What follows belongs to an exercise in optimizing a design on an open flow for small area; a production flow would make more cautious choices.
Where RTL was checked, it was by simulation tests only, not by an equivalence proof against the original.
Only the layout flow was run in runs 1, 2 and 4; the RTL was not checked for function there.
Power and IR drop assume default switching activity.

==> config.mk <==
export PLATFORM = sky130hd
export DESIGN_NAME = Pipeline_CPU
export DESIGN_NICKNAME = Pipeline_CPU
export VERILOG_FILES = /design/flow/design.v
export SDC_FILE = /design/flow/constraint.sdc
export NUM_CORES = 8
export LEC_CHECK = 0
export CAP_MARGIN = 20
export CORE_MARGIN = 2
export CORE_UTILIZATION = 60
export GPL_TIMING_DRIVEN = 0
export SLEW_MARGIN = 20
export SYNTH_HIERARCHICAL = 1
==> constraint.sdc <==
create_clock -name core_clock -period 6.3 [get_ports {clk}]
set_input_delay 1.2600 -clock core_clock [delete_from_list [all_inputs] [get_ports {clk}]]
set_output_delay 1.2600 -clock core_clock [all_outputs]
set_load 0.01 [all_outputs]
==> standard.sh <==
#!/bin/bash
# synth_recipe.tcl (not shown) runs the flow's synth.tcl, then flattens the netlist and writes it again
# the make line also repeats each setting of config.mk as NAME=value (left out here)
make -C /OpenROAD-flow-scripts/flow DESIGN_CONFIG=/design/flow/config.mk WORK_HOME=/design/flow/orfs CLKGATE_MAP_FILE= SYNTH_SCRIPT=/design/flow/synth_recipe.tcl "${@:-finish}"
==> flow/run.sh <==
#!/bin/bash
# Layout flow: the standard flow (standard.sh) with these changes:
#  - the port buffers are the smallest buffer cell (buf_1);
#  - the clock tree is built from clkbuf_8 in clusters of at most 16
#    sinks, without dummy loads;
#  - the larger buffers (buf_6 and up) are not used, so that repair
#    buffers the high-fanout nets with small buffers;
#  - the buffers synthesis made are removed before placement
#    (REMOVE_ABC_BUFFERS), as the standard flow's timing-driven
#    placement would.
# Each step's full log is under orfs/logs; standard.sh's own output goes
# to standard.log.
set -e
PLATFORM_DONT_USE="$(sed -n '/^export DONT_USE_CELLS += /,/^#/p' $FLOW_HOME/platforms/sky130hd/config.mk | grep -o 'sky130_fd_sc_hd__[a-z0-9_]*' | tr '\n' ' ')"
EXTRA_DONT_USE="sky130_fd_sc_hd__buf_6 sky130_fd_sc_hd__buf_8 sky130_fd_sc_hd__buf_12 sky130_fd_sc_hd__buf_16 sky130_fd_sc_hd__bufbuf_8 sky130_fd_sc_hd__bufbuf_16"
export BUFFER_PORTS_ARGS="-buffer_cell sky130_fd_sc_hd__buf_1"
export CTS_ARGS="-sink_clustering_enable -repair_clock_nets -buf_list sky130_fd_sc_hd__clkbuf_8 -sink_clustering_size 16 -sink_clustering_max_diameter 50 -dont_use_dummy_load"
bash standard.sh "DONT_USE_CELLS=$PLATFORM_DONT_USE $EXTRA_DONT_USE" REMOVE_ABC_BUFFERS=1 finish > standard.log 2>&1
==> design.v <==
module add_32(
    input  [31:0] a,
    input  [31:0] b,
    input         ci,
    output [31:0] c,
    output        co
);
    wire [31:0] p, g;
    add_pg pg(.a(a), .b(b), .p(p), .g(g));
    alu_carry carry(.p(p), .g(g), .ci(ci), .s(c), .co(co));
endmodule
module add_pg(input [31:0] a, input [31:0] b, output [31:0] p, output [31:0] g);
    assign p = a ^ b;
    assign g = a & b;
endmodule
module inc30(
    input  [31:0] a,
    output [31:0] y
);
    wire [32:2] cy;
    assign cy[2] = 1'b1;
    genvar i;
    generate
        for (i = 2; i < 32; i = i + 1) begin : carry
            assign cy[i+1] = cy[i] & a[i];
        end
    endgenerate
    assign y = {a[31:2] ^ cy[31:2], a[1:0]};
endmodule
module REG32(
    input             clk,
    input             rst,
    input      [31:0] D,
    output reg [31:0] Q
);
    always @(posedge clk or posedge rst) begin
        if (rst) Q <= 32'b0;
        else Q <= D;
    end
endmodule
module Pipeline_IF(
    input wire clk_IF,
    input wire rst_IF,
    input wire [31:0] PC_in_IF,
    input wire PCSrc,
    input wire PCSrc_n,      
    output wire [31:0] PC_out_IF
);
    wire [31:0] PC_q;
    wire [31:0] PC_4;
    inc30 pc4(.a(PC_q), .y(PC_4));
    wire [31:0] PC_next;
    pc_mux m(.target(PC_in_IF), .pc4(PC_4), .s(PCSrc), .s_n(PCSrc_n), .y(PC_next));
    REG32 PC(
        .clk(clk_IF),
        .rst(rst_IF),
        .D(PC_next),
        .Q(PC_q)
    );
    assign PC_out_IF = PC_q;
endmodule
module pc_mux(input [31:0] target, pc4, input s, input s_n, output [31:0] y);
    assign y = (target & {32{s}}) | (pc4 & {32{s_n}});
endmodule
module IF_reg_ID(
    input wire clk_IFID,
    input wire rst_IFID,
    input wire[31:0] PC_in_IFID,
    input wire[31:0] inst_in_IFID,
    output reg [31:0] PC_out_IFID,
    output reg [31:0] inst_out_IFID
);
always @(posedge clk_IFID or posedge rst_IFID) begin
    if (rst_IFID) begin
        PC_out_IFID <= 32'b0;
        inst_out_IFID <= 32'b0;
    end
    else begin
        PC_out_IFID <= PC_in_IFID;
        inst_out_IFID <= inst_in_IFID;
    end
end
endmodule
module Regs(
    input clk,
    input rst,
    input [4:0] Rs1_addr,
    input [4:0] Rs2_addr,
    input [4:0] Wt_addr,
    input [31:0] Wt_data,
    input RegWrite,
    output [31:0] Rs1_data,
    output [31:0] Rs2_data
);
    reg [32*32-1:32] register;
    reg [31:1] valid;
    wire [31:1] we, we_n;
    wire [31:1] sel1, sel2;
    wire [32*32-1:32] next;
    genvar i, b;
    generate
        for (i = 1; i < 32; i = i + 1) begin : dec
            assign we[i] = RegWrite && (Wt_addr == i);
            assign we_n[i] = ~we[i];
            rf_wmux wm(.d(Wt_data), .q(register[i*32 +: 32]), .we(we[i]), .we_n(we_n[i]),
                       .y(next[i*32 +: 32]));
            assign sel1[i] = valid[i] & (Rs1_addr == i);
            assign sel2[i] = valid[i] & (Rs2_addr == i);
        end
    endgenerate
    integer k;
    always @(posedge clk) begin
        register <= next;
    end
    always @(posedge clk or posedge rst) begin
        if (rst) valid <= 31'b0;
        else valid <= valid | we;
    end
    generate
        for (b = 0; b < 32; b = b + 1) begin : rd
            wire [31:1] col;
            for (i = 1; i < 32; i = i + 1) begin : c
                assign col[i] = register[i*32 + b];
            end
            rf_rbit r1(.d(col), .s(sel1), .y(Rs1_data[b]));
            rf_rbit r2(.d(col), .s(sel2), .y(Rs2_data[b]));
        end
    endgenerate
endmodule
module rf_wmux(input [31:0] d, input [31:0] q, input we, input we_n, output [31:0] y);
    assign y = (d & {32{we}}) | (q & {32{we_n}});
endmodule
module rf_rbit(input [31:1] d, input [31:1] s, output y);
    wire [10:0] t;
    genvar i;
    generate
        for (i = 0; i < 10; i = i + 1) begin : g
            cell_aoi222 u(.a1(d[3*i+1]), .a2(s[3*i+1]), .b1(d[3*i+2]), .b2(s[3*i+2]),
                          .c1(d[3*i+3]), .c2(s[3*i+3]), .y(t[i]));
        end
    endgenerate
    cell_nand2 u10(.a(d[31]), .b(s[31]), .y(t[10]));
    wire u0, u1, u2;
    cell_nand4 n0(.a(t[0]), .b(t[1]), .c(t[2]), .d(t[3]), .y(u0));
    cell_nand4 n1(.a(t[4]), .b(t[5]), .c(t[6]), .d(t[7]), .y(u1));
    cell_nand3 n2(.a(t[8]), .b(t[9]), .c(t[10]), .y(u2));
    cell_or3 o(.a(u0), .b(u1), .c(u2), .y(y));
endmodule
module cell_aoi222(input a1, a2, b1, b2, c1, c2, output y);
    assign y = ~((a1 & a2) | (b1 & b2) | (c1 & c2));
endmodule
module cell_nand2(input a, b, output y);
    assign y = ~(a & b);
endmodule
module cell_nand3(input a, b, c, output y);
    assign y = ~(a & b & c);
endmodule
module cell_nand4(input a, b, c, d, output y);
    assign y = ~(a & b & c & d);
endmodule
module cell_or3(input a, b, c, output y);
    assign y = a | b | c;
endmodule
module cell_inv(input a, output y);
    assign y = ~a;
endmodule
module cell_nor2(input a, b, output y);
    assign y = ~(a | b);
endmodule
module cell_xor2(input a, b, output y);
    assign y = a ^ b;
endmodule
module cell_aoi22(input a1, a2, b1, b2, output y);
    assign y = ~((a1 & a2) | (b1 & b2));
endmodule
module cell_mux2i(input a0, a1, s, output y);
    assign y = ~(s ? a1 : a0);
endmodule
module cell_ha(input a, b, output c, output s);
    assign c = a & b;
    assign s = a ^ b;
endmodule
module ImmGen(
  input [3:0]   ImmType,      
  input [31:2]  inst_field,
  output [31:0] Imm_out
);
    wire [31:0] i_imm = {{20{inst_field[31]}}, inst_field[31:20]};
    wire [31:0] s_imm = {{20{inst_field[31]}}, inst_field[31:25], inst_field[11:7]};
    wire [31:0] b_imm = {{20{inst_field[31]}}, inst_field[7], inst_field[30:25], inst_field[11:8], 1'b0};
    wire [31:0] j_imm = {{12{inst_field[31]}}, inst_field[19:12], inst_field[20], inst_field[30:21], 1'b0};
    wire [31:0] u_imm = {inst_field[31:12], 12'h000};
    wire u = ~|ImmType;
    assign Imm_out = ({32{ImmType[0]}} & i_imm) | ({32{ImmType[1]}} & s_imm)
                   | ({32{ImmType[2]}} & b_imm) | ({32{ImmType[3]}} & j_imm)
                   | ({32{u}} & u_imm);
endmodule
module SCPU_ctrl(
  input [4:0]       OPcode,
  input [2:0]       Fun3,
  input             Fun7,
  output reg        MemtoReg,    
  output reg        PCtoReg,     
  output reg [1:0]  Br,
  output reg        RegWrite,
  output reg        MemRW,
  output reg [3:0]  ALU_Control
);
  localparam AND = 4'b0000, OR = 4'b0001, XOR = 4'b0010,
             ADD = 4'b0100, SUB = 4'b0101,
             SLL = 4'b1000, SRL = 4'b1001,
             SLT = 4'b1100, SLTU = 4'b1101;
  always @* begin
    MemtoReg = 1'b0; PCtoReg = 1'b0;
    Br = 2'b00; RegWrite = 1'b0; MemRW = 1'b0; ALU_Control = AND;
    case (OPcode)
    5'b01100: begin  
        RegWrite = 1'b1;
        case ({Fun3, Fun7})
            4'b0000: ALU_Control = ADD;
            4'b0001: ALU_Control = SUB;
            4'b0010: ALU_Control = SLL;
            4'b0100: ALU_Control = SLT;
            4'b0110: ALU_Control = SLTU;
            4'b1000: ALU_Control = XOR;
            4'b1010: ALU_Control = SRL;
            4'b1011: ALU_Control = SRL;    
            4'b1100: ALU_Control = OR;
            4'b1110: ALU_Control = AND;
            default: RegWrite = 1'b0;
        endcase
    end
    5'b00000: begin  
        MemtoReg = 1'b1; RegWrite = 1'b1; ALU_Control = ADD;
    end
    5'b01000: begin  
        MemRW = 1'b1; ALU_Control = ADD;
    end
    5'b00100: begin  
        RegWrite = 1'b1;
        case (Fun3)
            3'b000: ALU_Control = ADD;
            3'b010: ALU_Control = SLT;
            3'b011: ALU_Control = SLTU;
            3'b100: ALU_Control = XOR;
            3'b110: ALU_Control = OR;
            3'b111: ALU_Control = AND;
            3'b001: ALU_Control = SLL;
            3'b101: ALU_Control = SRL;
        endcase
    end
    5'b11000: begin  
        case (Fun3)
            3'b000: begin Br = 2'b01; ALU_Control = SUB; end
            3'b001: begin Br = 2'b10; ALU_Control = SUB; end
            default: ;
        endcase
    end
    5'b11011: begin  
        PCtoReg = 1'b1; RegWrite = 1'b1; Br = 2'b11;
    end
    5'b11001: begin  
        PCtoReg = 1'b1; RegWrite = 1'b1; Br = 2'b11; ALU_Control = ADD;
    end
    5'b01101: begin  
        PCtoReg = 1'b1; RegWrite = 1'b1;
    end
    default: ;
    endcase
  end
endmodule
module Pipeline_ID (
    input clk_ID,
    input rst_ID,
    input RegWrite_in_ID,
    input [4:0] Rd_addr_ID,
    input [31:0] Wt_data_ID,
    input [31:0] Inst_in_ID,
    output [31:0] Rs1_out_ID,
    output [31:0] Rs2_out_ID,
    output [3:0] ImmType_ID,    
    output ALUSrc_B_ID,         
    output Sub_ID               
);
    Regs Regs_0(
        .clk(clk_ID),
        .rst(rst_ID),
        .RegWrite(RegWrite_in_ID),
        .Wt_data(Wt_data_ID),
        .Wt_addr(Rd_addr_ID),
        .Rs1_addr(Inst_in_ID[19:15]),
        .Rs2_addr(Inst_in_ID[24:20]),
        .Rs1_data(Rs1_out_ID),
        .Rs2_data(Rs2_out_ID)
    );
    wire [4:0] op = Inst_in_ID[6:2];
    assign ImmType_ID[0] = op == 5'b00000 || op == 5'b00100 || op == 5'b11001;
    assign ImmType_ID[1] = op == 5'b01000;
    assign ImmType_ID[2] = op == 5'b11000 && Inst_in_ID[14:13] == 2'b00;
    assign ImmType_ID[3] = op == 5'b11011;
    wire [2:0] f3 = Inst_in_ID[14:12];
    assign ALUSrc_B_ID = op == 5'b00000 || op == 5'b01000 || op == 5'b00100 || op == 5'b11001;
    assign Sub_ID = (op == 5'b01100 && (f3 == 3'b000 && Inst_in_ID[30] || f3 == 3'b010 && !Inst_in_ID[30] || f3 == 3'b011 && !Inst_in_ID[30]))
                 || (op == 5'b00100 && (f3 == 3'b010 || f3 == 3'b011))
                 || (op == 5'b11000 && (f3 == 3'b000 || f3 == 3'b001));
endmodule
module ID_reg_Ex(
    input clk_IDEX,
    input rst_IDEX,
    input [31:0] PC_in_IDEX,
    input [31:0] inst_in_IDEX,
    input [3:0] ImmType_in_IDEX,
    input [31:0] Rs1_in_IDEX,
    input [31:0] Rs2_in_IDEX,
    input ALUSrc_B_in_IDEX,
    input Sub_in_IDEX,
    output reg [31:0] PC_out_IDEX,
    output [31:2] inst_out_IDEX,
    output [3:0] ImmType_out_IDEX,     
    output reg [31:0] Rs1_out_IDEX,
    output reg [31:0] Rs2_out_IDEX,
    output reg ALUSrc_B_n_out_IDEX,      
    output reg Sub_out_IDEX
);
    localparam [31:2] INV = 30'b0 | (30'b1 << (4 - 2)) | (30'b111 << (12 - 2));
    reg [31:2] ir;
    reg [3:0] it;    
    always @ (posedge clk_IDEX) begin
        Rs1_out_IDEX <= Rs1_in_IDEX;
    end
    always @ (posedge clk_IDEX or posedge rst_IDEX) begin
        if (rst_IDEX) begin
            PC_out_IDEX <= 32'b0;
            ir <= 30'b0;
            it <= 4'b0;
            Rs2_out_IDEX <= 32'b0;
            ALUSrc_B_n_out_IDEX <= 1'b0;
            Sub_out_IDEX <= 1'b0;
        end
        else begin
            PC_out_IDEX <= PC_in_IDEX;
            ir <= inst_in_IDEX[31:2] ^ INV;
            it <= ImmType_in_IDEX ^ 4'b0001;
            Rs2_out_IDEX <= Rs2_in_IDEX;
            ALUSrc_B_n_out_IDEX <= ~ALUSrc_B_in_IDEX;
            Sub_out_IDEX <= Sub_in_IDEX;
        end
    end
    assign inst_out_IDEX = ir ^ INV;
    assign ImmType_out_IDEX = it ^ 4'b0001;
endmodule
module ALU (
  input [31:0]  A,
  input [31:0]  B_n,          
  input [3:0]   ALU_operation,
  input         sub,           
  output [31:0] res
);
  wire [3:0] op = ALU_operation;
  wire sub_n = ~sub;
  wire c_and = op[3:1] == 3'b000;                    
  wire c_xor = op[3:2] == 2'b00 & (op[1] | op[0]);   
  wire s_sum = op[3:2] == 2'b01;
  wire s_sr  = op[3:2] == 2'b10 & op[0];
  wire s_sl  = op[3:2] == 2'b10 & ~op[0];
  wire s_lt  = op[3:2] == 2'b11;
  wire [31:0] g, p, sum;
  wire co;
  genvar i;
  generate
    for (i = 0; i < 32; i = i + 1) begin : pg
      wire bx;
      cell_xor2 x(.a(B_n[i]), .b(sub_n), .y(bx));    
      cell_ha h(.a(A[i]), .b(bx), .c(g[i]), .s(p[i]));
    end
  endgenerate
  alu_carry carry(.p(p), .g(g), .ci(~sub_n), .s(sum), .co(co));
  wire lt = op[0] ? ~co : (p[31] ? sum[31] : A[31]);
  wire lt_n;
  cell_nand2 ltn(.a(s_lt), .b(lt), .y(lt_n));
  wire [31:0] sr;
  alu_shift shifter(.A(A), .s_n(B_n[4:0]), .left(~op[0]), .sr(sr));
  alu_result result(.g(g), .p(p), .sum(sum), .sr(sr), .lt_n(lt_n),
                    .c_and(c_and), .c_xor(c_xor), .s_sum(s_sum), .s_sr(s_sr), .s_sl(s_sl), .res(res));
endmodule
module alu_carry(
  input  [31:0] p,
  input  [31:0] g,
  input         ci,
  output [31:0] s,
  output        co
);
  reg [31:0] pp, gg;
  integer i, j;
  always @* begin
    pp = p;
    gg = g;
    gg[0] = gg[0] | (pp[0] & ci);
    for (i = 1; i <= 5; i = i + 1)
      for (j = 2**i - 1; j < 32; j = j + 2**i) begin
        gg[j] = gg[j] | (pp[j] & gg[j - 2**(i-1)]);
        pp[j] = pp[j] & pp[j - 2**(i-1)];
      end
    for (i = 5; i > 0; i = i - 1)
      for (j = 2**i + 2**(i-1) - 1; j < 32; j = j + 2**i) begin
        gg[j] = gg[j] | (pp[j] & gg[j - 2**(i-1)]);
        pp[j] = pp[j] & pp[j - 2**(i-1)];
      end
  end
  assign s = p ^ {gg[30:0], ci};
  assign co = gg[31];
endmodule
module alu_shift(input [31:0] A, input [4:0] s_n, input left, output [31:0] sr);
  wire [31:0] v0, v1, v2, v3, v4, v5;
  wire [4:0] s;
  genvar k;
  generate
    for (k = 0; k < 5; k = k + 1) begin : si
      cell_inv i(.a(s_n[k]), .y(s[k]));
    end
  endgenerate
  alu_shift_rev r(.a(A), .left(left), .left_n(~left), .y(v0));
  alu_shift_stage #(.K(0), .INV(1)) s0(.v(v0), .s(s[0]), .s_n(s_n[0]), .y(v1));
  alu_shift_stage #(.K(1), .INV(0)) s1(.v(v1), .s(s[1]), .s_n(s_n[1]), .y(v2));
  alu_shift_stage #(.K(2), .INV(1)) s2(.v(v2), .s(s[2]), .s_n(s_n[2]), .y(v3));
  alu_shift_stage #(.K(3), .INV(0)) s3(.v(v3), .s(s[3]), .s_n(s_n[3]), .y(v4));
  alu_shift_stage #(.K(4), .INV(1)) s4(.v(v4), .s(s[4]), .s_n(s_n[4]), .y(v5));
  assign sr = v5;
endmodule
module alu_shift_rev(input [31:0] a, input left, input left_n, output [31:0] y);
  genvar i;
  generate
    for (i = 0; i < 32; i = i + 1) begin : b
      assign y[i] = ~((left & a[31-i]) | (left_n & a[i]));
    end
  endgenerate
endmodule
module alu_shift_stage #(parameter K = 0, parameter INV = 0) (
  input [31:0] v, input s, input s_n, output [31:0] y);    
  genvar i;
  generate
    for (i = 0; i < 32; i = i + 1) begin : b
      if (i + 2**K < 32) begin : m
        assign y[i] = ~((s & v[i + 2**K]) | (s_n & v[i]));
      end else if (INV) begin : z
        assign y[i] = ~(s | (s_n & v[i]));
      end else begin : z
        assign y[i] = ~(s_n & v[i]);
      end
    end
  endgenerate
endmodule
module alu_result(
  input [31:0] g, p, sum, sr, input lt_n,
  input c_and, c_xor, s_sum, s_sr, s_sl,
  output [31:0] res);
  genvar i;
  generate
    for (i = 0; i < 32; i = i + 1) begin : b
      wire n1 = ~((c_and & g[i]) | (c_xor & p[i]));
      wire n2 = ~((s_sum & sum[i]) | (s_sr & sr[i]) | (s_sl & sr[31-i]));
      if (i == 0) begin : b0
        assign res[i] = ~(n1 & n2 & lt_n);
      end else begin : bn
        assign res[i] = ~(n1 & n2);
      end
    end
  endgenerate
endmodule
module Pipeline_Ex(
    input [31:0] PC_in_EX,
    input [31:2] Inst_in_EX,
    input [3:0] ImmType_in_EX,
    input [31:0] Rs1_in_EX,
    input [31:0] Rs2_in_EX,
    input ALUSrc_B_n_in_EX,
    input Sub_in_EX,
    output [31:0] PC_out_EX,
    output [31:0] PC4_out_EX,
    output [31:0] ALU_out_EX,
    output [4:0] Rd_addr_EX,
    output [1:0] Br_EX,
    output MemRW_EX,
    output MemtoReg_EX,
    output PCtoReg_EX,
    output RegWrite_EX
);
wire [31:0] imm;
wire [3:0] aluctl;
ImmGen ImmGen_0(
    .ImmType(ImmType_in_EX),
    .inst_field(Inst_in_EX),
    .Imm_out(imm)
);
SCPU_ctrl SCPU_ctrl_0(
    .OPcode(Inst_in_EX[6:2]),
    .Fun3(Inst_in_EX[14:12]),
    .Fun7(Inst_in_EX[30]),
    .MemtoReg(MemtoReg_EX),
    .PCtoReg(PCtoReg_EX),
    .Br(Br_EX),
    .RegWrite(RegWrite_EX),
    .MemRW(MemRW_EX),
    .ALU_Control(aluctl)
);
assign Rd_addr_EX = Inst_in_EX[11:7];
add_32 target(
    .a(PC_in_EX),
    .b(imm),
    .ci(1'b0),
    .co(),
    .c(PC_out_EX)
);
inc30 pc4(.a(PC_in_EX), .y(PC4_out_EX));
wire [31:0] b_n;
bmux bsel(.rs2(Rs2_in_EX), .imm(imm), .s(~ALUSrc_B_n_in_EX), .s_n(ALUSrc_B_n_in_EX), .y_n(b_n));
ALU alu_inst(
    .A(Rs1_in_EX),
    .B_n(b_n),
    .ALU_operation(aluctl),
    .sub(Sub_in_EX),
    .res(ALU_out_EX)
);
endmodule
module bmux(input [31:0] rs2, imm, input s, input s_n, output [31:0] y_n);    
    assign y_n = ~((imm & {32{s}}) | (rs2 & {32{s_n}}));
endmodule
module Ex_reg_Mem(
  input clk_EXMem,
  input rst_EXMem,
  input [31:0] PC_in_EXMem,
  input [31:0] PC4_in_EXMem,
  input [4:0] Rd_addr_EXMem,
  input [31:0] ALU_in_EXMem,
  input [31:0] Rs2_in_EXMem,
  input [1:0] Br_in_EXMem,
  input MemRW_in_EXMem,
  input MemtoReg_in_EXMem,
  input PCtoReg_in_EXMem,
  input RegWrite_in_EXMem,
  output reg [31:0] PC_out_EXMem,
  output reg [31:0] PC4_out_EXMem,
  output reg [4:0] Rd_addr_out_EXMem,
  output reg [31:0] ALU_out_EXMem,
  output reg [31:0] Rs2_out_EXMem,
  output reg [1:0] Br_out_EXMem,
  output reg MemRW_out_EXMem,
  output reg MemtoReg_out_EXMem,
  output reg PCtoReg_out_EXMem,
  output reg RegWrite_out_EXMem
);
  always @(posedge clk_EXMem) begin
    PC_out_EXMem <= PC_in_EXMem;
    PC4_out_EXMem <= PC4_in_EXMem;
    Rd_addr_out_EXMem <= Rd_addr_EXMem;
  end
  always @(posedge clk_EXMem or posedge rst_EXMem) begin
    if (rst_EXMem) begin
      ALU_out_EXMem <= 32'b0;
      Rs2_out_EXMem <= 32'b0;
      Br_out_EXMem <= 2'b0;
      MemRW_out_EXMem <= 1'b0;
      MemtoReg_out_EXMem <= 1'b0;
      PCtoReg_out_EXMem <= 1'b0;
      RegWrite_out_EXMem <= 1'b0;
    end
    else begin
      ALU_out_EXMem <= ALU_in_EXMem;
      Rs2_out_EXMem <= Rs2_in_EXMem;
      Br_out_EXMem <= Br_in_EXMem;
      MemRW_out_EXMem <= MemRW_in_EXMem;
      MemtoReg_out_EXMem <= MemtoReg_in_EXMem;
      PCtoReg_out_EXMem <= PCtoReg_in_EXMem;
      RegWrite_out_EXMem <= RegWrite_in_EXMem;
    end
  end
endmodule
module Pipeline_Mem(
    input [1:0] Br_in_Mem,
    input [31:0] ALU_in_Mem,
    output PCSrc,
    output PCSrc_n
);
wire zero = ~|ALU_in_Mem;
assign PCSrc = (Br_in_Mem == 2'b11) | (Br_in_Mem == 2'b01 & zero) | (Br_in_Mem == 2'b10 & ~zero);
assign PCSrc_n = ~PCSrc;
endmodule
module Mem_reg_WB(
  input clk_MemWB,
  input rst_MemWB,
  input [31:0] Data_in_MemWB,
  input [4:0] Rd_addr_MemWB,
  input RegWrite_in_MemWB,
  output reg [31:0] Data_out_MemWB,
  output reg [4:0] Rd_addr_out_MemWB,
  output reg RegWrite_out_MemWB
);
  always @(posedge clk_MemWB) begin
    Rd_addr_out_MemWB <= Rd_addr_MemWB;
  end
  always @(posedge clk_MemWB or posedge rst_MemWB) begin
    if (rst_MemWB) begin
      Data_out_MemWB <= 32'b0;
      RegWrite_out_MemWB <= 1'b0;
    end
    else begin
      Data_out_MemWB <= Data_in_MemWB;
      RegWrite_out_MemWB <= RegWrite_in_MemWB;
    end
  end
endmodule
module Pipeline_WB(
    input MemtoReg_in_WB,
    input PCtoReg_in_WB,
    input [31:0] ALU_in_WB,
    input [31:0] DMem_data_WB,
    input [31:0] PC4_in_WB,
    output [31:0] Data_out_WB
);
wire s_mem = MemtoReg_in_WB;
wire s_pc = ~MemtoReg_in_WB & PCtoReg_in_WB;
wire s_alu = ~MemtoReg_in_WB & ~PCtoReg_in_WB;
genvar i;
generate
    for (i = 0; i < 32; i = i + 1) begin : m
        wire n;
        cell_aoi222 u(.a1(s_mem), .a2(DMem_data_WB[i]), .b1(s_pc), .b2(PC4_in_WB[i]),
                      .c1(s_alu), .c2(ALU_in_WB[i]), .y(n));
        cell_inv v(.a(n), .y(Data_out_WB[i]));
    end
endgenerate
endmodule
module Pipeline_CPU(
    input clk,
    input rst,
    input[31:0] Data_in,
    input[31:0] inst_IF,
    output[31:0] PC_out_IF,
    output[31:0] PC_out_ID,
    output[31:0] inst_ID,
    output[31:0] PC_out_EX,
    output       MemRW_Ex,
    output       MemRW_Mem,
    output[31:0] Addr_out,
    output[31:0] Data_out,
    output[31:0] Data_out_WB
);
    wire [31:0] pc_if;
    wire [31:0] pc_id, inst_id, rs1_id, rs2_id;
    wire [3:0]  immtype_id;
    wire        alusrc_id, sub_id, alusrc_n_ex, sub_ex;
    wire [31:0] pc_ex, rs1_ex, rs2_ex;
    wire [31:2] ir_ex;
    wire [3:0]  immtype_ex;
    wire [4:0]  rd_ex;
    wire        memrw_ex, memtoreg_ex, pctoreg_ex, regwrite_ex;
    wire [1:0]  br_ex;
    wire [31:0] target_ex, pc4_ex, alu_ex;
    wire [31:0] target_mem, pc4_mem, alu_mem, rs2_mem;
    wire [4:0]  rd_mem;
    wire [1:0]  br_mem;
    wire        memrw_mem, memtoreg_mem, pctoreg_mem, regwrite_mem;
    wire        pcsrc, pcsrc_n;
    wire [31:0] wb_next, wb_data;
    wire [4:0]  rd_wb;
    wire        regwrite_wb;
    Pipeline_IF Instruction_Fetch (
        .clk_IF(clk),
        .rst_IF(rst),
        .PC_in_IF(target_mem),
        .PCSrc(pcsrc),
        .PCSrc_n(pcsrc_n),
        .PC_out_IF(pc_if)
    );
    IF_reg_ID IF_reg_ID (
        .clk_IFID(clk),
        .rst_IFID(rst),
        .PC_in_IFID(pc_if),
        .inst_in_IFID(inst_IF),
        .PC_out_IFID(pc_id),
        .inst_out_IFID(inst_id)
    );
    Pipeline_ID Instruction_Decoder (
        .clk_ID(clk),
        .rst_ID(rst),
        .RegWrite_in_ID(regwrite_wb),
        .Rd_addr_ID(rd_wb),
        .Wt_data_ID(wb_data),
        .Inst_in_ID(inst_id),
        .Rs1_out_ID(rs1_id),
        .Rs2_out_ID(rs2_id),
        .ImmType_ID(immtype_id),
        .ALUSrc_B_ID(alusrc_id),
        .Sub_ID(sub_id)
    );
    ID_reg_Ex ID_reg_Ex (
        .clk_IDEX(clk),
        .rst_IDEX(rst),
        .PC_in_IDEX(pc_id),
        .inst_in_IDEX(inst_id),
        .ImmType_in_IDEX(immtype_id),
        .Rs1_in_IDEX(rs1_id),
        .Rs2_in_IDEX(rs2_id),
        .ALUSrc_B_in_IDEX(alusrc_id),
        .Sub_in_IDEX(sub_id),
        .PC_out_IDEX(pc_ex),
        .inst_out_IDEX(ir_ex),
        .ImmType_out_IDEX(immtype_ex),
        .Rs1_out_IDEX(rs1_ex),
        .Rs2_out_IDEX(rs2_ex),
        .ALUSrc_B_n_out_IDEX(alusrc_n_ex),
        .Sub_out_IDEX(sub_ex)
    );
    Pipeline_Ex Execute (
        .PC_in_EX(pc_ex),
        .Inst_in_EX(ir_ex),
        .ImmType_in_EX(immtype_ex),
        .Rs1_in_EX(rs1_ex),
        .Rs2_in_EX(rs2_ex),
        .ALUSrc_B_n_in_EX(alusrc_n_ex),
        .Sub_in_EX(sub_ex),
        .PC_out_EX(target_ex),
        .PC4_out_EX(pc4_ex),
        .ALU_out_EX(alu_ex),
        .Rd_addr_EX(rd_ex),
        .Br_EX(br_ex),
        .MemRW_EX(memrw_ex),
        .MemtoReg_EX(memtoreg_ex),
        .PCtoReg_EX(pctoreg_ex),
        .RegWrite_EX(regwrite_ex)
    );
    Ex_reg_Mem Ex_reg_Mem (
        .clk_EXMem(clk),
        .rst_EXMem(rst),
        .PC_in_EXMem(target_ex),
        .PC4_in_EXMem(pc4_ex),
        .Rd_addr_EXMem(rd_ex),
        .ALU_in_EXMem(alu_ex),
        .Rs2_in_EXMem(rs2_ex),
        .Br_in_EXMem(br_ex),
        .MemRW_in_EXMem(memrw_ex),
        .MemtoReg_in_EXMem(memtoreg_ex),
        .PCtoReg_in_EXMem(pctoreg_ex),
        .RegWrite_in_EXMem(regwrite_ex),
        .PC_out_EXMem(target_mem),
        .PC4_out_EXMem(pc4_mem),
        .Rd_addr_out_EXMem(rd_mem),
        .ALU_out_EXMem(alu_mem),
        .Rs2_out_EXMem(rs2_mem),
        .Br_out_EXMem(br_mem),
        .MemRW_out_EXMem(memrw_mem),
        .MemtoReg_out_EXMem(memtoreg_mem),
        .PCtoReg_out_EXMem(pctoreg_mem),
        .RegWrite_out_EXMem(regwrite_mem)
    );
    Pipeline_Mem Memory_Access (
        .Br_in_Mem(br_mem),
        .ALU_in_Mem(alu_mem),
        .PCSrc(pcsrc),
        .PCSrc_n(pcsrc_n)
    );
    Pipeline_WB Write_Back (
        .MemtoReg_in_WB(memtoreg_mem),
        .PCtoReg_in_WB(pctoreg_mem),
        .ALU_in_WB(alu_mem),
        .DMem_data_WB(Data_in),
        .PC4_in_WB(pc4_mem),
        .Data_out_WB(wb_next)
    );
    Mem_reg_WB Mem_reg_WB (
        .clk_MemWB(clk),
        .rst_MemWB(rst),
        .Data_in_MemWB(wb_next),
        .Rd_addr_MemWB(rd_mem),
        .RegWrite_in_MemWB(regwrite_mem),
        .Data_out_MemWB(wb_data),
        .Rd_addr_out_MemWB(rd_wb),
        .RegWrite_out_MemWB(regwrite_wb)
    );
    assign PC_out_IF = pc_if;
    assign PC_out_ID = pc_id;
    assign inst_ID = inst_id;
    assign PC_out_EX = target_ex;
    assign MemRW_Ex = memrw_ex;
    assign MemRW_Mem = memrw_mem;
    assign Addr_out = alu_mem;
    assign Data_out = rs2_mem;
    assign Data_out_WB = wb_data;
endmodule
==> metrics.md, run 1 <==
| Metric | Value |
|---|---|
| Die footprint | `100100 sq um` |
| Routed Antenna Nets | `0` |
| Largest net degree at the start of global routing | `60` |
| VDD IR max | `197.6 uV` |
| H-tree levels | `4` |
| P_leak | `~26 nW` |
| Die H | `~320 um` |
| Worst Path Required | `between 5 and 6 ns` |
| Clock Skews | `~0.12 ns` |
| Number of max-cap violations | `0` |
| Reg clk slew, reported paths | `0.10 ns` |
| Worst-Skew Late Latency | `just under 0.9 ns` |
| Initial antenna violation count | `27` |
| Mapped Cells | `just under 5000` |
| PD cells | `approximately 280 nW/um^2` |
| Final hold vios | `0` |
| PnR Total Power | `roughly 18 mW` |
| RD Place Congestion | `1.021` |
| Minimum clock period | `roughly 6 ns` |
| Crit path DAT | `~5 ns` |
| Crit-path cells | `clkinvlp_4 -> o41a_1 -> a21o_4 -> ha_1 -> a21o_1 -> a21o_1 -> a21oi_1 -> o21ai_0 -> a41oi_4 -> inv_1 -> a31o_1 -> ha_1 -> nor2_1 -> xnor2_1 -> buf_1` |
| HP Start | `Ex_reg_Mem.Rd_addr_out_EXMem[1]` |
| WL final | `~250 mm` |
| First-pass GRT wire length | `353.8 mm` |
| Post-Syn Area | `58580 sq um` |
| Area of the core | `96710 sq um` |
| Layout cells sized above 1 | `between 10% and 20%` |
| Slew @ Worst Pin | `about 1.1 ns` |
| Reg2reg setup slack | `between 0.2 and 0.3 ns` |
| HP Class | `flop to flop` |
| Slowest stage delay, CP | `0.73 ns` |
| Ys Warns | `14` |
| Crit end category | `primary output` |
| PnR worst setup slack | `roughly 0.16 ns` |
| Hold depth | `0` |
| FF-to-FF path depth | `30` |
| Die Width | `between 300 and 400 um` |
| I/O pin cnt | `slightly below 300` |
| Vias in the first global route | `~49000` |
| DP Worst Slack | `~0.08 ns` |
| Crit. Startpoint | `ID_reg_Ex.it[0]` |
| Root buffer cell | `clkbuf_8` |
| Final period utilization | `97.38%` |
| Gr usage total | `between 40% and 50%` |
| Hold Path End | `Mem_reg_WB.Rd_addr_out_MemWB[1]` |
| Number of fill cells in the layout | `about 7700` |
| Vias/cell | `8.245` |
| DPL Wire Length | `around 170 mm` |
| Max Slew Vio Count | `0` |
| Reg-to-reg endpoint | `Instruction_Fetch.PC.Q[31]` |
| Total congestion overflow | `0` |
| Initial drt markers | `12723` |
| Startpoint types | `flop` |
| F_max | `between 0.15 and 0.2 GHz` |
| Status | `no timing/DRC/antenna violations` |
| Final setup fails | `0` |
| CTS tree | `built` |
| Routed len/inst | `between 30 and 40 um` |
| Syn Area/Cell | `roughly 12 sq um` |
| NumNets Final | `around 5400` |
| IO Port Bufs | `about 290` |
| Critical Path Fanout Max | `11` |
| Pre-antenna DRT Iters | `14` |
| Post-Route Setup TNS | `0 ns` |
| CTS Buffer Depth | `3` |
| TritonCTS buffer count | `roughly 140` |
| Reg2reg start | `Instruction_Fetch.PC.Q[2]` |
| Clock Sinks | `around 1400` |
| Worst slew margin | `around 24%` |
| Initial Util | `approximately 61%` |
| FP Rows | `between 100 and 150` |
| Critical path class | `flop to primary output` |
| CP max stage cell | `o41a_1` |
| Residual DRC count | `0` |
| Vias post-DR | `about 53000` |
| Area grow syn2layout | `7.361%` |
[per-stage QoR]
step	util [%]	instances	cell area [sq um]	hold WS (ns)
global route	65.00	6457	62860	0.3288
CTS	64.89	6445	62750	0.3240
global placement	61.00	6122	59000	0.3169
finish	65.03	6469	62890	0.3270
floorplan	-	4555	56310	0.3096
detailed placement	62.91	6304	60840	0.3146
[registers in the layout, summed over array words and instances (netlist names), 30 cells and up]
| name | count |
|---|---|
| ID_reg_Ex.PC_out_IDEX | 32 |
| ID_reg_Ex.ir | 30 |
| Instruction_Decoder.Regs_0.valid | 31 |
| Instruction_Fetch.PC.Q | 32 |
| Ex_reg_Mem.Rs2_out_EXMem | 32 |
| Mem_reg_WB.Data_out_MemWB | 32 |
| ID_reg_Ex.Rs1_out_IDEX | 32 |
| ID_reg_Ex.Rs2_out_IDEX | 32 |
| Ex_reg_Mem.ALU_out_EXMem | 32 |
| Ex_reg_Mem.PC4_out_EXMem | 32 |
| Ex_reg_Mem.PC_out_EXMem | 32 |
| IF_reg_ID.inst_out_IFID | 32 |
| IF_reg_ID.PC_out_IFID | 32 |
| Instruction_Decoder.Regs_0.register | 992 |
[power by group]
group          switching, mW  total (mW)  internal [mW]
sequential             0.680        10.5           9.80
clock                   3.05        4.98           1.93
combinational           1.46        2.30          0.848
[area by class of cell]
class                           instances  area, sq um  share of cell area [%]
Sequential cell                      1428        30280                   48.15
Multi-Input combinational cell       3052        26330                   41.87
Timing Repair Buffer                  488         2474                   3.933
Clock buffer                          136         1872                   2.976
Tap cell                             1276         1597                   2.539
Inverter                               75        295.3                  0.4695
Antenna cell                           14        35.03                 0.05571
[how the worst max path moves through the flow]
stage,endpoint,slack [ns],depth (start not counted)
2_1_floorplan,Ex_reg_Mem.ALU_out_EXMem[21],-0.37,19
3_3_place_gp,Ex_reg_Mem.ALU_out_EXMem[27],-2.97,19
3_5_place_dp,Instruction_Fetch.PC.Q[31],0.08,30
4_1_cts,Instruction_Fetch.PC.Q[31],0.04,30
5_1_grt,PC_out_EX[31],-0.02,19
6_report,PC_out_EX[27],0.16,15
[per-layer routing]
layer	track usage, %	wire (um)	share of wire, %
met5	0	132	0.052
met4	33.09	21720	8.6
met3	18.27	40560	16
met2	67.65	101400	40
met1	62.82	89190	35
[critical path: cells and delay by family, from the launching register on]
family                   cells  cell delay (ns)
XOR/XNOR                     1             0.21
flip-flops                   1             0.38
AO/OA/AOI/OAI                8             2.31
adder cells (fa/ha/maj)      2             0.51
AND/OR/NAND/NOR              1             0.11
buffers and inverters        3             0.50
[repair_timing]
item / in CTS / in global routing
resized for setup: 5 / 15
buffers inserted: 5 / 10
pin swaps: 1 / 1
setup endpoints to repair: 17 / 7
hold buffers: 0 / 0
[placed cells by master (no fill, tap or decap), types with 34 or more instances in the layout]
| cell type | n |
|---|---|
| a22oi_2 | 50 |
| nand3_1 | 79 |
| a21oi_1 | 44 |
| buf_4 | 162 |
| a22o_2 | 65 |
| nand4_1 | 138 |
| ha_1 | 149 |
| buf_1 | 299 |
| clkbuf_8 | 136 |
| nand2_1 | 128 |
| a22o_1 | 964 |
| nor2_1 | 51 |
| a22oi_1 | 177 |
| a21o_1 | 68 |
| inv_1 | 65 |
| or3_1 | 66 |
| xor2_1 | 34 |
| a222oi_1 | 703 |
| dfrtp_2 | 36 |
| dfrtp_1 | 294 |
| dfxtp_1 | 1098 |
| and3_2 | 58 |
==> run 2: changes to the inputs <==
==> flow/run.sh (replaced) <==
#!/bin/bash
# Layout flow: the standard flow (standard.sh) with these changes:
#  - the port buffers are the smallest buffer cell (buf_1);
#  - the clock tree is built from clkbuf_8, with clkbuf_4 driving
#    clusters of at most 10
#    sinks, without dummy loads;
#  - the larger buffers (buf_6 and up) are not used, so that repair
#    buffers the high-fanout nets with small buffers;
#  - the buffers synthesis made are removed before placement
#    (REMOVE_ABC_BUFFERS), as the standard flow's timing-driven
#    placement would.
# Each step's full log is under orfs/logs; standard.sh's own output goes
# to standard.log.
set -e
PLATFORM_DONT_USE="$(sed -n '/^export DONT_USE_CELLS += /,/^#/p' $FLOW_HOME/platforms/sky130hd/config.mk | grep -o 'sky130_fd_sc_hd__[a-z0-9_]*' | tr '\n' ' ')"
EXTRA_DONT_USE="sky130_fd_sc_hd__buf_6 sky130_fd_sc_hd__buf_8 sky130_fd_sc_hd__buf_12 sky130_fd_sc_hd__buf_16 sky130_fd_sc_hd__bufbuf_8 sky130_fd_sc_hd__bufbuf_16"
export BUFFER_PORTS_ARGS="-buffer_cell sky130_fd_sc_hd__buf_1"
export CTS_ARGS="-sink_clustering_enable -repair_clock_nets -buf_list sky130_fd_sc_hd__clkbuf_8 -sink_clustering_buffer sky130_fd_sc_hd__clkbuf_4 -sink_clustering_size 10 -sink_clustering_max_diameter 40 -dont_use_dummy_load"
bash standard.sh "DONT_USE_CELLS=$PLATFORM_DONT_USE $EXTRA_DONT_USE" REMOVE_ABC_BUFFERS=1 finish > standard.log 2>&1
==> run 2 against run 1 <==
  * First-iteration DRC count decreased by 2.8%
  * Setup slack got worse by 0.037 ns
  * Combinational power is essentially flat
  * Worst hold slack worse by 0.00097 ns
  * Die area unchanged
  * Fmax shrank 0.60%
  * Power down 2.7%
  * Final area down 0.65%
  * Clock power shrank 9.8%
  * Register-to-register slack is essentially flat
  * Utilization decreased by 0.42 points
  * Synthesized area did not move
  * Critical path type unchanged
  * Critical endpoint unchanged
  * Largest power group unchanged
==> metrics.md, run 2 <==
| Metric | Value |
|---|---|
| Post-Syn Area | `58580 sq um` |
| Total congestion overflow | `0` |
| Worst path most repeated cell | `a21o_1` |
| PD cells | `between 200 and 300 nW/um^2` |
| Residual DRC count | `0` |
| CTS Buffer Depth | `3` |
| CTS tree | `built` |
| Gr usage total | `48.73%` |
| First-pass GRT wire length | `~350 mm` |
| Clock Skews | `0.1073 ns` |
| Area grow syn2layout | `6.666%` |
| Crit-path cells | `clkinvlp_4 -> o41a_2 -> a21o_1 -> ha_1 -> a21o_1 -> a21o_1 -> a21oi_1 -> o21ai_0 -> a41oi_4 -> inv_1 -> a31o_1 -> ha_1 -> nor2_1 -> xnor2_1 -> buf_1` |
| Design area | `62480 sq um` |
| Crit end category | `primary output` |
| Initial Util | `between 60% and 70%` |
| Mapped Cells | `approximately 4900` |
| Initial antenna violation count | `25` |
| Slew @ Worst Pin | `around 1.3 ns` |
| Placed cell areas | `60840 sq um` |
| Max Slew Vio Count | `0` |
| Critical path class | `flop to primary output` |
| TritonCTS buffer count | `184` |
| Area of the core | `~97000 sq um` |
| Vias/cell | `between 8 and 9` |
| P_leak | `around 25 nW` |
| Crit path DAT | `4.91 ns` |
| Worst slew margin | `around 15%` |
| Commonest non-fill, non-tap cell in the layout | `dfxtp_1` |
| Slowest stage delay, CP | `0.72 ns` |
| Root buffer cell | `clkbuf_8` |
| I/O pin cnt | `292` |
| Die footprint | `roughly 100000 sq um` |
| Worst-Skew Late Latency | `~0.90 ns` |
| H-tree levels | `4` |
| Final hold vios | `0` |
| Layout cells sized above 1 | `between 10 and 15%` |
| Vias in the first global route | `48943` |
| Final period utilization | `about 100%` |
| WL final | `between 200 and 300 mm` |
| Ys Warns | `14` |
| Minimum clock period | `between 6 and 7 ns` |
| Routed Antenna Nets | `0` |
| DPL Wire Length | `171.8 mm` |
| RD Place Congestion | `a little over 1` |
| Reg clk slew, reported paths | `~0.11 ns` |
| CP max stage cell | `o41a_2` |
| DP Worst Slack | `between 0.07 and 0.08 ns` |
| Startpoint types | `flop` |
| NumNets Final | `roughly 5500` |
| VDD IR max | `201.8 uV` |
| IO Port Bufs | `291` |
| Pre-antenna DRT Iters | `14` |
| Initial drt markers | `12367` |
| Syn Area/Cell | `between 10 and 15 sq um` |
| Clock Sinks | `about 1400` |
| Final setup fails | `0` |
| Largest net degree at the start of global routing | `60` |
| FP Rows | `between 100 and 150` |
| CTS Hold Bufs | `0` |
| Top reg by flops | `Instruction_Decoder.Regs_0.register` |
| Number of fill cells in the layout | `~7800` |
| HP Class | `flop to flop` |
| Die Width | `between 300 and 400 um` |
| Number of max-cap violations | `0` |
| Critical Path Fanout Max | `11` |
| Vias post-DR | `between 50000 and 60000` |
| Die H | `roughly 320 um` |
| F_max | `roughly 0.16 GHz` |
| Routed len/inst | `roughly 39 um` |
| Most frequent cells in the layout | `dfxtp_1 (1098), a22o_1 (964), a222oi_1 (703)` |
| Worst hold slack | `~0.33 ns` |
| Status | `no timing/DRC/antenna violations` |
| Max reg flops | `just under 1000` |
| Worst Path Required | `just over 5 ns` |
| PnR worst setup slack | `0.1280 ns` |
[run 2: changes by cell type in the layout (fill, tap and decap cells not counted), sizes merged]
cell,before,now
diode,14,12
clkbuf,136,184
buf,488,486
[run 2: area by class of cell]
type                    instances  area, sq um  share of cell area (%)
diodes                         12        30.03                 0.04806
clock buffers                 184         1488                   2.381
inverters                      75        295.3                  0.4726
multi-input cells            3052        26320                   42.13
flip-flops and latches       1428        30280                   48.47
well taps                    1276         1597                   2.555
repair buffers                486         2465                   3.945
[run 2: final timing paths]
| check | start | to | slack (ns) | cells past startpoint |
|---|---|---|---|---|
| setup / recovery | ID_reg_Ex.it[0] | PC_out_EX[27] | 0.13 | 15 |
| hold / removal | Ex_reg_Mem.Rd_addr_out_EXMem[3] | Mem_reg_WB.Rd_addr_out_MemWB[3] | 0.33 | 0 |
| setup reg to reg | Instruction_Fetch.PC.Q[2] | Instruction_Fetch.PC.Q[31] | 0.25 | 30 |
| hold reg to reg | Ex_reg_Mem.Rd_addr_out_EXMem[3] | Mem_reg_WB.Rd_addr_out_MemWB[3] | 0.33 | 0 |
| max in group asynchronous | rst | ID_reg_Ex.Rs2_out_IDEX[7] | 4.19 | 3 |
| min in group asynchronous | rst | Instruction_Fetch.PC.Q[18] | 0.71 | 2 |
[run 2: report_power, final]
| part | switching (mW) | internal, mW | total (mW) |
|---|---|---|---|
| sequential | 0.682 | 9.80 | 10.5 |
| clock | 3.02 | 1.47 | 4.49 |
| combinational | 1.46 | 0.845 | 2.31 |
[run 2: layer usage]
layer	GRT usage, %	wire [um]	vias to the layer above
li1	-	-	21465
met1	63.01	88950	26123
met2	67.85	101900	5076
met3	18.06	41160	1149
met4	32.76	21430	24
met5	0	161	-
[run 2: repair_timing]
| item | in CTS | in global routing |
|---|---|---|
| pin swaps | 1 | 1 |
| gates resized for setup | 3 | 16 |
| endpoints found under the setup margin | 17 | 11 |
| setup buffers | 5 | 8 |
[run 2: metrics by stage]
step           power [mW]  TNS (ns)  cells  util, %
2_1_floorplan       11.72    -3.404   4555        -
3_3_place_gp        12.76   -155.64   6122    61.00
3_5_place_dp        12.87         0   6304    62.91
4_1_cts             17.14         0   6493    64.48
5_1_grt             17.78  -0.02775   6505    64.59
6_report            17.28         0   6513    64.61
[run 2: critical path, delay by kind of cell (launching register included)]
| family | cells | cell delay, ns |
|---|---|---|
| AO/OA/AOI/OAI | 8 | 2.32 |
| adder cells (fa/ha/maj) | 2 | 0.54 |
| buffers and inverters | 3 | 0.53 |
| flip-flops | 1 | 0.37 |
| XOR/XNOR | 1 | 0.20 |
| AND/OR/NAND/NOR | 1 | 0.11 |
==> run 3: changes to the inputs <==
--- a/design.v
+++ b/design.v
@@ -183,17 +183,25 @@
 module ImmGen(
   input [3:0]   ImmType,      
   input [31:2]  inst_field,
-  output [31:0] Imm_out
+  output [30:0] Imm_out
 );
-    wire [31:0] i_imm = {{20{inst_field[31]}}, inst_field[31:20]};
-    wire [31:0] s_imm = {{20{inst_field[31]}}, inst_field[31:25], inst_field[11:7]};
-    wire [31:0] b_imm = {{20{inst_field[31]}}, inst_field[7], inst_field[30:25], inst_field[11:8], 1'b0};
-    wire [31:0] j_imm = {{12{inst_field[31]}}, inst_field[19:12], inst_field[20], inst_field[30:21], 1'b0};
-    wire [31:0] u_imm = {inst_field[31:12], 12'h000};
-    wire u = ~|ImmType;
-    assign Imm_out = ({32{ImmType[0]}} & i_imm) | ({32{ImmType[1]}} & s_imm)
-                   | ({32{ImmType[2]}} & b_imm) | ({32{ImmType[3]}} & j_imm)
-                   | ({32{u}} & u_imm);
+    wire I = ImmType[0], S = ImmType[1], B = ImmType[2], J = ImmType[3];
+    wire nU = I | S | B | J;
+    imm_bits m(.ir(inst_field), .I(I), .S(S), .B(B), .J(J),
+               .IJ(I | J), .SB(S | B), .IS(I | S), .ISB(I | S | B), .JU(~(I | S | B)),
+               .U(~nU), .nU(nU), .y(Imm_out));
+endmodule
+module imm_bits(
+  input [31:2] ir,
+  input I, S, B, J, IJ, SB, IS, ISB, JU, U, nU,
+  output [30:0] y
+);
+    assign y[0]     = (I & ir[20]) | (S & ir[7]);
+    assign y[4:1]   = ({4{IJ}} & ir[24:21]) | ({4{SB}} & ir[11:8]);
+    assign y[10:5]  = {6{nU}} & ir[30:25];
+    assign y[11]    = (IS & ir[31]) | (B & ir[7]) | (J & ir[20]);
+    assign y[19:12] = ({8{ISB}} & {8{ir[31]}}) | ({8{JU}} & ir[19:12]);
+    assign y[30:20] = ({11{nU}} & {11{ir[31]}}) | ({11{U}} & ir[30:20]);
 endmodule
 module SCPU_ctrl(
   input [4:0]       OPcode,
@@ -486,11 +494,13 @@
     output RegWrite_EX
 );
 wire [31:0] imm;
+wire [30:0] imm30;
+assign imm = {Inst_in_EX[31], imm30};
 wire [3:0] aluctl;
 ImmGen ImmGen_0(
     .ImmType(ImmType_in_EX),
     .inst_field(Inst_in_EX),
-    .Imm_out(imm)
+    .Imm_out(imm30)
 );
 SCPU_ctrl SCPU_ctrl_0(
     .OPcode(Inst_in_EX[6:2]),
==> flow/run.sh (replaced) <==
#!/bin/bash
# Layout flow: the standard flow (standard.sh) with these changes:
#  - the port buffers are the smallest buffer cell (buf_1);
#  - the clock tree is built from clkbuf_8, with clkbuf_4 driving
#    clusters of at most 8
#    sinks, without dummy loads;
#  - the larger buffers (buf_6 and up) are not used, so that repair
#    buffers the high-fanout nets with small buffers;
#  - the buffers synthesis made are removed before placement
#    (REMOVE_ABC_BUFFERS), as the standard flow's timing-driven
#    placement would.
# Each step's full log is under orfs/logs; standard.sh's own output goes
# to standard.log.
set -e
PLATFORM_DONT_USE="$(sed -n '/^export DONT_USE_CELLS += /,/^#/p' $FLOW_HOME/platforms/sky130hd/config.mk | grep -o 'sky130_fd_sc_hd__[a-z0-9_]*' | tr '\n' ' ')"
EXTRA_DONT_USE="sky130_fd_sc_hd__buf_6 sky130_fd_sc_hd__buf_8 sky130_fd_sc_hd__buf_12 sky130_fd_sc_hd__buf_16 sky130_fd_sc_hd__bufbuf_8 sky130_fd_sc_hd__bufbuf_16"
export BUFFER_PORTS_ARGS="-buffer_cell sky130_fd_sc_hd__buf_1"
export CTS_ARGS="-sink_clustering_enable -repair_clock_nets -buf_list sky130_fd_sc_hd__clkbuf_8 -sink_clustering_buffer sky130_fd_sc_hd__clkbuf_4 -sink_clustering_size 8 -sink_clustering_max_diameter 35 -dont_use_dummy_load"
bash standard.sh "DONT_USE_CELLS=$PLATFORM_DONT_USE $EXTRA_DONT_USE" REMOVE_ABC_BUFFERS=1 finish > standard.log 2>&1
==> run 3 against run 2 <==
  * Still clean
  * Fmax decreased by 0.32%
  * Synthesized cell count about the same
  * Clock skew fell by 0.016 ns
  * Synthesized area shrank 0.24%
  * Register-to-register slack got worse by 0.14 ns
  * Global-route usage increased by 1.0 points
  * First-iteration DRC count decreased by 8.4%
  * Via count shrank 0.51%
  * Non-clock buffer count fell by 14
  * Critical path type is now flop to flop
  * Largest power group unchanged
==> metrics.md, run 3 <==
| Metric | Value |
|---|---|
| Die footprint | `between 90000 and 100000 sq um` |
| Residual DRC count | `0` |
| NumNets Final | `between 5000 and 6000` |
| Max Slew Vio Count | `0` |
| Slew @ Worst Pin | `1.199 ns` |
| Vias/cell | `slightly above 8` |
| Final Instance Count excl. Fillers | `approximately 6500` |
| Area grow syn2layout | `6.991%` |
| HP Start | `Ex_reg_Mem.Rd_addr_out_EXMem[0]` |
| TritonCTS buffer count | `between 200 and 250` |
| Worst Path Required | `7.10 ns` |
| VDD IR max | `approximately 170 uV` |
| Reg-to-reg endpoint | `Ex_reg_Mem.ALU_out_EXMem[0]` |
| CTS Buffer Depth | `3` |
| P_leak | `between 20 and 30 nW` |
| Top reg by flops | `Instruction_Decoder.Regs_0.register` |
| Cells after DPL | `6304` |
| Largest net degree at the start of global routing | `57` |
| Mapped Cells | `between 4000 and 5000` |
| Ys Warns | `14` |
| Post-Syn Area | `58440 sq um` |
| Area of the core | `96570 sq um` |
| Hold Path End | `Mem_reg_WB.Rd_addr_out_MemWB[0]` |
| RD Place Congestion | `around 1.0` |
| Die H | `roughly 320 um` |
| FP Rows | `around 110` |
| FF-to-FF path depth | `22` |
| Commonest non-fill, non-tap cell in the layout | `dfxtp_1` |
| Root buffer cell | `clkbuf_8` |
| PnR worst setup slack | `0.1080 ns` |
| Initial antenna violation count | `32` |
| Layout cells sized above 1 | `14.05%` |
| Reg2reg start | `ID_reg_Ex.ALUSrc_B_n_out_IDEX` |
| Final setup fails | `0` |
| HP Class | `flop to flop` |
| I/O pin cnt | `292` |
| Number of max-cap violations | `0` |
| Reg clk slew, reported paths | `0.09 ns` |
| F_max | `between 0.15 and 0.2 GHz` |
| DP Worst Slack | `0.05107 ns` |
| DPL Wire Length | `roughly 170 mm` |
| Vias post-DR | `between 50000 and 60000` |
| Final period utilization | `98.29%` |
| Worst slew margin | `around a fifth` |
| RSZ-0062 raised after global routing | `true` |
| Final hold vios | `0` |
| Vias in the first global route | `49408` |
| Routed Antenna Nets | `0` |
| PD cells | `around 280 nW/um^2` |
| Design area | `62520 sq um` |
| WL final | `around 260 mm` |
| Worst-Skew Late Latency | `a little over 0.9 ns` |
| Total congestion overflow | `0` |
| Initial Util | `between 60% and 70%` |
| Crit path DAT | `around 7 ns` |
| Crit end category | `flop` |
| Pre-antenna DRT Iters | `14` |
| Reg2reg setup slack | `around 0.11 ns` |
| Gr usage total | `between 40% and 50%` |
| First-pass GRT wire length | `357.1 mm` |
| Initial drt markers | `approximately 11000` |
| Clock Sinks | `~1400` |
| H-tree levels | `4` |
| Critical Path Fanout Max | `26` |
| Routed len/inst | `around 39 um` |
| Critical path class | `flop to flop` |
| Placed cell areas | `about 61000 sq um` |
| Most frequent cells in the layout | `dfxtp_1 (1098), a22o_1 (965), a222oi_1 (704)` |
| Finished Core Util | `about 65%` |
| Status | `no timing/DRC/antenna violations` |
| Die Width | `about 320 um` |
| IO Port Bufs | `about 290` |
| Clock Skews | `~0.091 ns` |
| Minimum clock period | `6.192 ns` |
| Startpoint types | `flop` |
| Max reg flops | `992` |
| Post-Route Setup TNS | `0 ns` |
| Syn Area/Cell | `11.98 sq um` |
| CTS tree | `built` |
| Hold depth | `0` |
==> run 3: area by class of cell <==
cell class                 instances  area (sq um)
multi-input combinational       3060         26190
timing repair buffer             472          2367
sequential                      1428         30280
tap                             1276          1597
clock buffer                     219          1750
fill                            7730         34040
antenna                           18         45.04
inverter                          75         294.0
==> run 3: timing repair <==
item / in CTS / in global routing
endpoints found under the setup margin: 1 / 7
pin swaps: 0 / 2
hold buffers: 0 / 0
buffers inserted: 0 / 3
gates resized for setup: 1 / 5
==> run 3: worst max path at each step <==
stage,startpoint,to,slack [ns],cells past startpoint
after floorplan,ID_reg_Ex.ALUSrc_B_n_out_IDEX,Ex_reg_Mem.ALU_out_EXMem[21],-0.37,19
after global placement,ID_reg_Ex.ALUSrc_B_n_out_IDEX,Ex_reg_Mem.ALU_out_EXMem[0],-3.10,21
after detailed placement,ID_reg_Ex.ALUSrc_B_n_out_IDEX,Ex_reg_Mem.ALU_out_EXMem[0],0.05,23
after CTS,ID_reg_Ex.ALUSrc_B_n_out_IDEX,Ex_reg_Mem.ALU_out_EXMem[0],0.05,23
after global routing,ID_reg_Ex.ALUSrc_B_n_out_IDEX,Ex_reg_Mem.ALU_out_EXMem[0],-0.04,22
final,ID_reg_Ex.ALUSrc_B_n_out_IDEX,Ex_reg_Mem.ALU_out_EXMem[0],0.11,22
==> run 3: critical path, stage by stage (launching register included) <==
cell,delay [ns]
dfrtp_2,0.55
buf_4,0.47
inv_2,0.19
buf_4,0.33
a22oi_2,0.62
buf_4,0.36
xor2_1,0.17
ha_1,0.27
ha_1,0.22
o211ai_1,0.39
a211oi_2,0.14
nor3_2,0.30
o31ai_4,0.10
a41oi_2,0.39
o211a_1,0.24
nor2_1,0.06
ha_1,0.17
nor2_1,0.11
xnor2_1,0.16
mux2i_1,0.11
mux2i_1,0.48
nand2_1,0.09
nand4_1,0.14
==> run 3: power by group <==
group | total [mW] | internal (mW) | switching, mW
Clock | 4.86 | 1.72 | 3.14
Combinational | 2.21 | 0.813 | 1.40
Sequential | 10.4 | 9.78 | 0.657
Total | 17.5 | 12.3 | 5.20
==> run 3: through the flow <==
stage	hold WS, ns	power, mW
6_report	0.3254	17.51
5_1_grt	0.3364	18.08
4_1_cts	0.3167	17.40
3_5_place_dp	0.3171	12.77
3_3_place_gp	0.3122	12.66
2_1_floorplan	0.3096	11.66
==> run 3: routing by layer <==
metal,global-route usage (%),share of wire [%]
met2,68.92,40
met5,4.309,0.26
met1,61.17,35
met3,22.28,16
met4,35.04,8.8
==> run 4: changes to the inputs <==
--- a/design.v
+++ b/design.v
@@ -324,15 +324,15 @@
     input Sub_in_IDEX,
     output reg [31:0] PC_out_IDEX,
     output [31:2] inst_out_IDEX,
-    output [3:0] ImmType_out_IDEX,     
+    output reg [3:0] ImmType_out_IDEX,   
     output reg [31:0] Rs1_out_IDEX,
     output reg [31:0] Rs2_out_IDEX,
+    output reg ALUSrc_B_out_IDEX,
     output reg ALUSrc_B_n_out_IDEX,      
     output reg Sub_out_IDEX
 );
-    localparam [31:2] INV = 30'b0 | (30'b1 << (4 - 2)) | (30'b111 << (12 - 2));
+    localparam [31:2] INV = 30'b1;
     reg [31:2] ir;
-    reg [3:0] it;    
     always @ (posedge clk_IDEX) begin
         Rs1_out_IDEX <= Rs1_in_IDEX;
     end
@@ -340,22 +340,23 @@
         if (rst_IDEX) begin
             PC_out_IDEX <= 32'b0;
             ir <= 30'b0;
-            it <= 4'b0;
+            ImmType_out_IDEX <= 4'b0;
             Rs2_out_IDEX <= 32'b0;
-            ALUSrc_B_n_out_IDEX <= 1'b0;
+            ALUSrc_B_out_IDEX <= 1'b0;
+            ALUSrc_B_n_out_IDEX <= 1'b1;
             Sub_out_IDEX <= 1'b0;
         end
         else begin
             PC_out_IDEX <= PC_in_IDEX;
             ir <= inst_in_IDEX[31:2] ^ INV;
-            it <= ImmType_in_IDEX ^ 4'b0001;
+            ImmType_out_IDEX <= ImmType_in_IDEX;
             Rs2_out_IDEX <= Rs2_in_IDEX;
+            ALUSrc_B_out_IDEX <= ALUSrc_B_in_IDEX;
             ALUSrc_B_n_out_IDEX <= ~ALUSrc_B_in_IDEX;
             Sub_out_IDEX <= Sub_in_IDEX;
         end
     end
     assign inst_out_IDEX = ir ^ INV;
-    assign ImmType_out_IDEX = it ^ 4'b0001;
 endmodule
 module ALU (
   input [31:0]  A,
@@ -481,6 +482,7 @@
     input [3:0] ImmType_in_EX,
     input [31:0] Rs1_in_EX,
     input [31:0] Rs2_in_EX,
+    input ALUSrc_B_in_EX,
     input ALUSrc_B_n_in_EX,
     input Sub_in_EX,
     output [31:0] PC_out_EX,
@@ -523,7 +525,7 @@
 );
 inc30 pc4(.a(PC_in_EX), .y(PC4_out_EX));
 wire [31:0] b_n;
-bmux bsel(.rs2(Rs2_in_EX), .imm(imm), .s(~ALUSrc_B_n_in_EX), .s_n(ALUSrc_B_n_in_EX), .y_n(b_n));
+bmux bsel(.rs2(Rs2_in_EX), .imm(imm), .s(ALUSrc_B_in_EX), .s_n(ALUSrc_B_n_in_EX), .y_n(b_n));
 ALU alu_inst(
     .A(Rs1_in_EX),
     .B_n(b_n),
@@ -658,7 +660,7 @@
     wire [31:0] pc_if;
     wire [31:0] pc_id, inst_id, rs1_id, rs2_id;
     wire [3:0]  immtype_id;
-    wire        alusrc_id, sub_id, alusrc_n_ex, sub_ex;
+    wire        alusrc_id, sub_id, alusrc_ex, alusrc_n_ex, sub_ex;
     wire [31:0] pc_ex, rs1_ex, rs2_ex;
     wire [31:2] ir_ex;
     wire [3:0]  immtype_ex;
@@ -718,6 +720,7 @@
         .ImmType_out_IDEX(immtype_ex),
         .Rs1_out_IDEX(rs1_ex),
         .Rs2_out_IDEX(rs2_ex),
+        .ALUSrc_B_out_IDEX(alusrc_ex),
         .ALUSrc_B_n_out_IDEX(alusrc_n_ex),
         .Sub_out_IDEX(sub_ex)
     );
@@ -727,6 +730,7 @@
         .ImmType_in_EX(immtype_ex),
         .Rs1_in_EX(rs1_ex),
         .Rs2_in_EX(rs2_ex),
+        .ALUSrc_B_in_EX(alusrc_ex),
         .ALUSrc_B_n_in_EX(alusrc_n_ex),
         .Sub_in_EX(sub_ex),
         .PC_out_EX(target_ex),
--- a/config.mk
+++ b/config.mk
@@ -9,5 +9,6 @@
 export CORE_MARGIN = 2
 export CORE_UTILIZATION = 60
 export GPL_TIMING_DRIVEN = 0
+export SETUP_SLACK_MARGIN = 0.05
 export SLEW_MARGIN = 20
 export SYNTH_HIERARCHICAL = 1
==> run 4 against run 3 <==
  * Still clean on timing, DRC and antenna
  * Sequential power about the same
  * Worst hold slack better by 0.0074 ns
  * Fmax increased by 2.3%
  * Clock skew is 0.025 ns higher
==> metrics.md, run 4 <==
| Metric | Value |
|---|---|
| Slowest stage delay, CP | `roughly 0.42 ns` |
| Startpoint types | `flop` |
| Critical Path Fanout Max | `3` |
| Area grow syn2layout | `7.092%` |
| Placed cell areas | `around 61000 sq um` |
| Vias post-DR | `between 50000 and 60000` |
| IO Port Bufs | `291` |
| Layout cells sized above 1 | `~14%` |
| HP Start | `Ex_reg_Mem.Rd_addr_out_EXMem[2]` |
| Reg clk slew, reported paths | `0.09 ns` |
| Vias in the first global route | `just under 50000` |
| Design area | `around 63000 sq um` |
| Initial Util | `just over 60%` |
| Finished Core Util | `about two thirds` |
| Slew @ Worst Pin | `around 1.2 ns` |
| Total congestion overflow | `0` |
| CTS tree | `built` |
| P_leak | `between 20 and 30 nW` |
| Crit end category | `flop` |
| Reg2reg setup slack | `about 0.25 ns` |
| Die H | `316.1 um` |
| F_max | `0.1653 GHz` |
| Max Slew Vio Count | `0` |
| Area of the core | `around 97000 sq um` |
| FP Rows | `about 110` |
| Routed Antenna Nets | `0` |
| H-tree levels | `4` |
| Post-Syn Area | `58430 sq um` |
| Hold depth | `0` |
| I/O pin cnt | `slightly below 300` |
| Post-Route Setup TNS | `0 ns` |
| Routed len/inst | `38.08 um` |
| Worst hold slack | `0.3328 ns` |
| RSZ-0062 raised after global routing | `false` |
| PnR Total Power | `approximately 17 mW` |
| Delay-heaviest family, CP | `adder cells` |
| DP Worst Slack | `0.1378 ns` |
| CTS Buffer Depth | `3` |
| Clock Skews | `between 0.1 and 0.15 ns` |
| Reg-to-reg endpoint | `Instruction_Fetch.PC.Q[31]` |
| Critical path class | `flop to flop` |
| CP max stage cell | `dfrtp_2` |
| VDD IR max | `between 200 and 250 uV` |
| Status | `no timing/DRC/antenna violations` |
| Pre-antenna DRT Iters | `13` |
| Worst Path Required | `7.07 ns` |
| Max reg flops | `slightly below 1000` |
| HP Class | `flop to flop` |
| Cells after DPL | `approximately 6300` |
| PD cells | `around 280 nW/um^2` |
| Die footprint | `about 100000 sq um` |
| Mapped Cells | `between 4000 and 5000` |
| Hold Path End | `Mem_reg_WB.Rd_addr_out_MemWB[2]` |
| Residual DRC count | `0` |
| Minimum clock period | `6.050 ns` |
| CTS Hold Bufs | `0` |
| Top reg by flops | `Instruction_Decoder.Regs_0.register` |
| FF-to-FF path depth | `30` |
| Die Width | `around 320 um` |
| DPL Wire Length | `170.8 mm` |
| Ys Warns | `14` |
| Crit path DAT | `6.82 ns` |
| Worst slew margin | `around 20%` |
| WL final | `~250 mm` |
| Final period utilization | `between 90% and 100%` |
| NumNets Final | `~5500` |
| Worst-Skew Late Latency | `0.91 ns` |
| Final hold vios | `0` |
| Worst path most repeated cell | `ha_1` |
| Clock Sinks | `1429` |
| Initial drt markers | `~11000` |
## run 4: repair_timing
action                                  CTS  global route
resized for setup                         1             5
setup buffers                             0             3
endpoints found under the setup margin    1             3
## run 4: area by class of cell
| cell class | count | area, sq um | share of cell area [%] |
|---|---|---|---|
| diodes | 21 | 52.55 | 0.08398 |
| clock buffers | 221 | 1765 | 2.821 |
| inverters | 66 | 257.7 | 0.4119 |
| multi-input cells | 3060 | 26180 | 41.83 |
| flip-flops and latches | 1429 | 30310 | 48.44 |
| well taps | 1276 | 1597 | 2.551 |
| repair buffers | 475 | 2416 | 3.861 |
## run 4: per-layer routing
layer | vias to the layer above | track usage, % | part of all wire, %
li1 | 21499 | - | -
met1 | 25629 | 61.61 | 35
met2 | 5002 | 67.74 | 41
met3 | 1105 | 17.92 | 16
met4 | 28 | 32.80 | 8.2
met5 | - | 1.184 | 0.10
## run 4: how the worst max path moves through the flow
stage	depth (start not counted)	to	slack (ns)	from
2_1_floorplan	30	Instruction_Fetch.PC.Q[31]	0.57	Instruction_Fetch.PC.Q[2]
3_3_place_gp	5	ID_reg_Ex.Rs1_out_IDEX[11]	-1.96	IF_reg_ID.inst_out_IFID[15]
3_5_place_dp	30	Instruction_Fetch.PC.Q[31]	0.14	Instruction_Fetch.PC.Q[2]
4_1_cts	30	Instruction_Fetch.PC.Q[31]	0.11	Instruction_Fetch.PC.Q[2]
5_1_grt	30	Instruction_Fetch.PC.Q[31]	0.06	Instruction_Fetch.PC.Q[2]
6_report	30	Instruction_Fetch.PC.Q[31]	0.25	Instruction_Fetch.PC.Q[2]
## run 4: power by group
group	switching (mW)	internal, mW
combinational	1.38	0.817
sequential	0.659	9.79
clock	3.08	1.73

==> re-timing with driven ports <==
How much do the figures lean on ideal ports? The routed layouts below were timed once more, with nothing changed but the port constraints. Step 1 sets driving cells, clkbuf_16 on the clock port and buf_2 on the other inputs (assumed; they add their load-dependent delay and slew). Step 2, shift: input delay + t, output delay - t, t = (earliest + latest rising clock arrival at the registers) / 2. This alone moves slack from input paths to output paths. Three values: ideal ports, drivers, drivers and shift; two values: the first two.
run | t (ns) | slack for setup (ns)
run 1 | 0.908 | 0.165 / 0.093 / 0.261
run 2 | 0.922 | 0.128 / 0.052 / 0.253
run 3 | 0.960 | 0.108 / 0.108 / 0.108
run 4 | 0.934 | 0.250 / 0.186 / 0.250
After both steps every run listed still meets setup and hold.
